From an optimization exercise on the open Yosys and OpenROAD flow, aimed at small area and a short achievable clock period; shortcuts taken in it are not production practice. Where RTL was checked, it was by simulation tests only, not by an equivalence proof against the original. The clock port is modelled as an ideal driver, which makes a skipped or thinned clock tree look cheaper than it is; a real chip needs a root buffer or a tree. Power figures rest on the tool's default switching activity, not on a simulated workload.

old:
==> flow/design.v (excerpt) <==
module operator (
    input logic rst,
    input logic clk,
    input logic [31:0] reg_addr,
    input logic [31:0] reg_wr_data,
    input logic reg_wr,
    input logic [31:0] a,
    input logic [31:0] b,
    input logic [31:0] c,
    output logic [63:0] z
);
    logic neg_b;
    logic neg_c;
    registers ireg(
        .clk(clk),
        .rst(rst),
        .reg_addr(reg_addr),
        .reg_wr_data(reg_wr_data),
        .reg_wr(reg_wr),
        .neg_b(neg_b),
        .neg_c(neg_c));
    calculate ical(
        .clk(clk),
        .rst(rst),
        .a(a),
        .b(b),
        .c(c),
        .neg_b(neg_b),
        .neg_c(neg_c),
        .z(z));
endmodule
For scale: roughly 570 cells after synthesis, roughly 150 flip-flops, ~6400 µm² of cells after synthesis.
==> module calculate, before the edit <==
module calculate (
    input logic rst,
    input logic clk,
    input logic [31:0] a,
    input logic [31:0] b,
    input logic [31:0] c,
    input logic neg_b,
    input logic neg_c,
    output logic [63:0] z
);
    localparam int W = 36;
    localparam int B1 = 16;
    localparam int B2 = 32;
    logic [31:0] bx, cx;
    logic [31:0] s1, cy1;
    logic nb1, nc1;
    logic [W-1:0] ra, rb;
    logic [W-1:0] p2, g2;
    logic [B1-1:0] u0;
    logic [B2-B1-1:0] u1;
    logic [W-B2-1:0] u2;
    logic c0, c1;
    logic [W-1:0] x2n;
    logic c0n, c1n;
    logic [B2-B1-1:0] v1;
    logic [W-B2-1:0] v2;
    logic carry2;
    logic [W-1:0] z3;
    logic rst1, rst12;
    assign bx = b ^ {32{neg_b}};
    assign cx = c ^ {32{neg_c}};
    always_ff @(posedge clk)
    begin
        s1  <= a ^ bx ^ cx;
        cy1 <= (a & bx) | (a & cx) | (bx & cx);
        nb1 <= neg_b;
        nc1 <= neg_c;
    end
    assign ra = {{(W-32){nb1 ^ nc1}}, s1};
    assign rb = {{(W-33){nb1 & nc1}}, cy1, nc1};
    assign p2 = ra ^ rb;
    assign g2 = {ra[W-1:1] & rb[W-1:1], (ra[0] & rb[0]) | (ra[0] & nb1) | (rb[0] & nb1)};
    prefix_carry #(.W(B1)) iblk0(.p(p2[B1-1:0]), .g(g2[B1-1:0]), .cin(nb1), .s(u0), .cout(c0));
    prefix_carry #(.W(B2-B1)) iblk1(.p(p2[B2-1:B1]), .g(g2[B2-1:B1]), .cin(1'b0), .s(u1), .cout(c1));
    prefix_carry #(.W(W-B2)) iblk2(.p(p2[W-1:B2]), .g(g2[W-1:B2]), .cin(1'b0), .s(u2), .cout());
    always_ff @(posedge clk)
    begin
        x2n <= ~{u2, u1, u0};
        c0n <= ~c0;
        c1n <= ~c1;
        rst1 <= rst;
        rst12 <= rst | rst1;
    end
    assign carry2 = ~c1n | (~c0n & (&(~x2n[B2-1:B1])));
    incrementer #(.W(B2-B1)) iinc1(.x(~x2n[B2-1:B1]), .cin(~c0n), .s(v1));
    incrementer #(.W(W-B2)) iinc2(.x(~x2n[W-1:B2]), .cin(carry2), .s(v2));
    always_ff @(posedge clk)
    begin
        if (rst | rst12)
            z3 <= '0;
        else
            z3 <= {v2, v1, ~x2n[B1-1:0]};
    end
    always_comb
    begin
        z[W-1:0] = z3;
        for (int i = W; i < 64; i++)
            z[i] = z3[34 + (i % (W-34))];
    end
endmodule
export LEC_CHECK = 0
export ABC_CLOCK_PERIOD_IN_PS = 1000
export CAP_MARGIN = 20
export CORE_MARGIN = 2
export CORE_UTILIZATION = 65
export CTS_BUF_LIST = sky130_fd_sc_hd__clkbuf_4 sky130_fd_sc_hd__clkbuf_8
export CTS_CLUSTER_DIAMETER = 60
export CTS_CLUSTER_SIZE = 30
export SETUP_SLACK_MARGIN = 3.7
export SLEW_MARGIN = 20
create_clock -name core_clock -period 6.0 [get_ports {clk}]
standard.sh (not shown) runs the stock make flow with config.mk's settings and CLKGATE_MAP_FILE= SYNTH_SCRIPT=/design/flow/synth_recipe.tcl, a recipe that flattens the netlist after the stock synthesis.
==> flow/flow/run.sh <==
#!/bin/bash
# Standard ORFS layout, except that:
#  - the port buffers are small plain buffers (buffer_ports otherwise picks a
#    large delay cell for every port);
#  - the clock tree is two levels: the clock port drives a root clock
#    buffer, which drives six leaf buffers, each driving the flip-flops of
#    one sixth of the core (manual_cts.tcl).
set -euo pipefail
W=$(pwd)
bash standard.sh synth > "$W/make_synth.log" 2>&1
export BUFFER_PORTS_ARGS="-buffer_cell sky130_fd_sc_hd__buf_1"
export PRE_CTS_TCL="$W/flow/manual_cts.tcl"
bash standard.sh > "$W/make_layout.log" 2>&1
Other scripts of this flow, unchanged in this note and not shown: flow/flow/manual_cts.tcl
Input-level comparison between new and old:
--- a/flow/design.v
+++ b/flow/design.v
@@ -40,5 +40,5 @@
     output logic [63:0] z
 );
-    localparam int W = 36;
+    localparam int W = 38;
     localparam int B1 = 16;
     localparam int B2 = 32;
## What came out
Total power: new worse than old. Met2 layer usage reported by global route (lower): new. Share of total power in combinational logic ends up higher on new. new reports its timing endpoint of the critical path as ical.x2n[14] while old reports ical.z3[33]. old → new: relative area change from synthesis to final layout went down by 2.1 points, width of the chip went up by about 1.3%. new -> old: worst slack on hold paths flat.
No functional check of the RTL was part of old. No run of this note takes its clock network from TritonCTS; it comes from the design's own scripts or RTL.

afterwards: timing with drivers on the ports:
How much do the figures lean on ideal ports? The routed layouts below were timed once more, with nothing changed but the port constraints.
Step 1 (the two cells are an assumption about what drives the block):
set clk [get_ports {clk}]
set_driving_cell -lib_cell sky130_fd_sc_hd__clkbuf_16 $clk
set_driving_cell -lib_cell sky130_fd_sc_hd__buf_2 [delete_from_list [all_inputs] $clk]
Step 2 times the ports against the registers' clock, not the clock port: input delays grow and output delays shrink by t, the midpoint of the rising clock arrivals with the driver on.
a / b / c = no drivers / after step 1 / after step 2; a / b = the first two.
| run | shift t [ns] | slack for setup (ns) | worst setup path after step 2 | slew at the worst register clock pin (ns) | pins driven straight from the clock port |
|---|---|---|---|---|---|
| old | 0.381 | 3.642 / 3.642 / 3.455 | input to register | 0.09 / 0.09 | 1 |
| new | 0.382 | 3.829 / 3.800 / 3.592 | input to register | 0.09 / 0.09 | 1 |
After both steps every run listed still meets setup and hold. For new, which loses most, drivers alone change the setup slack by -0.029 ns; drivers and shift together by -0.237 ns.
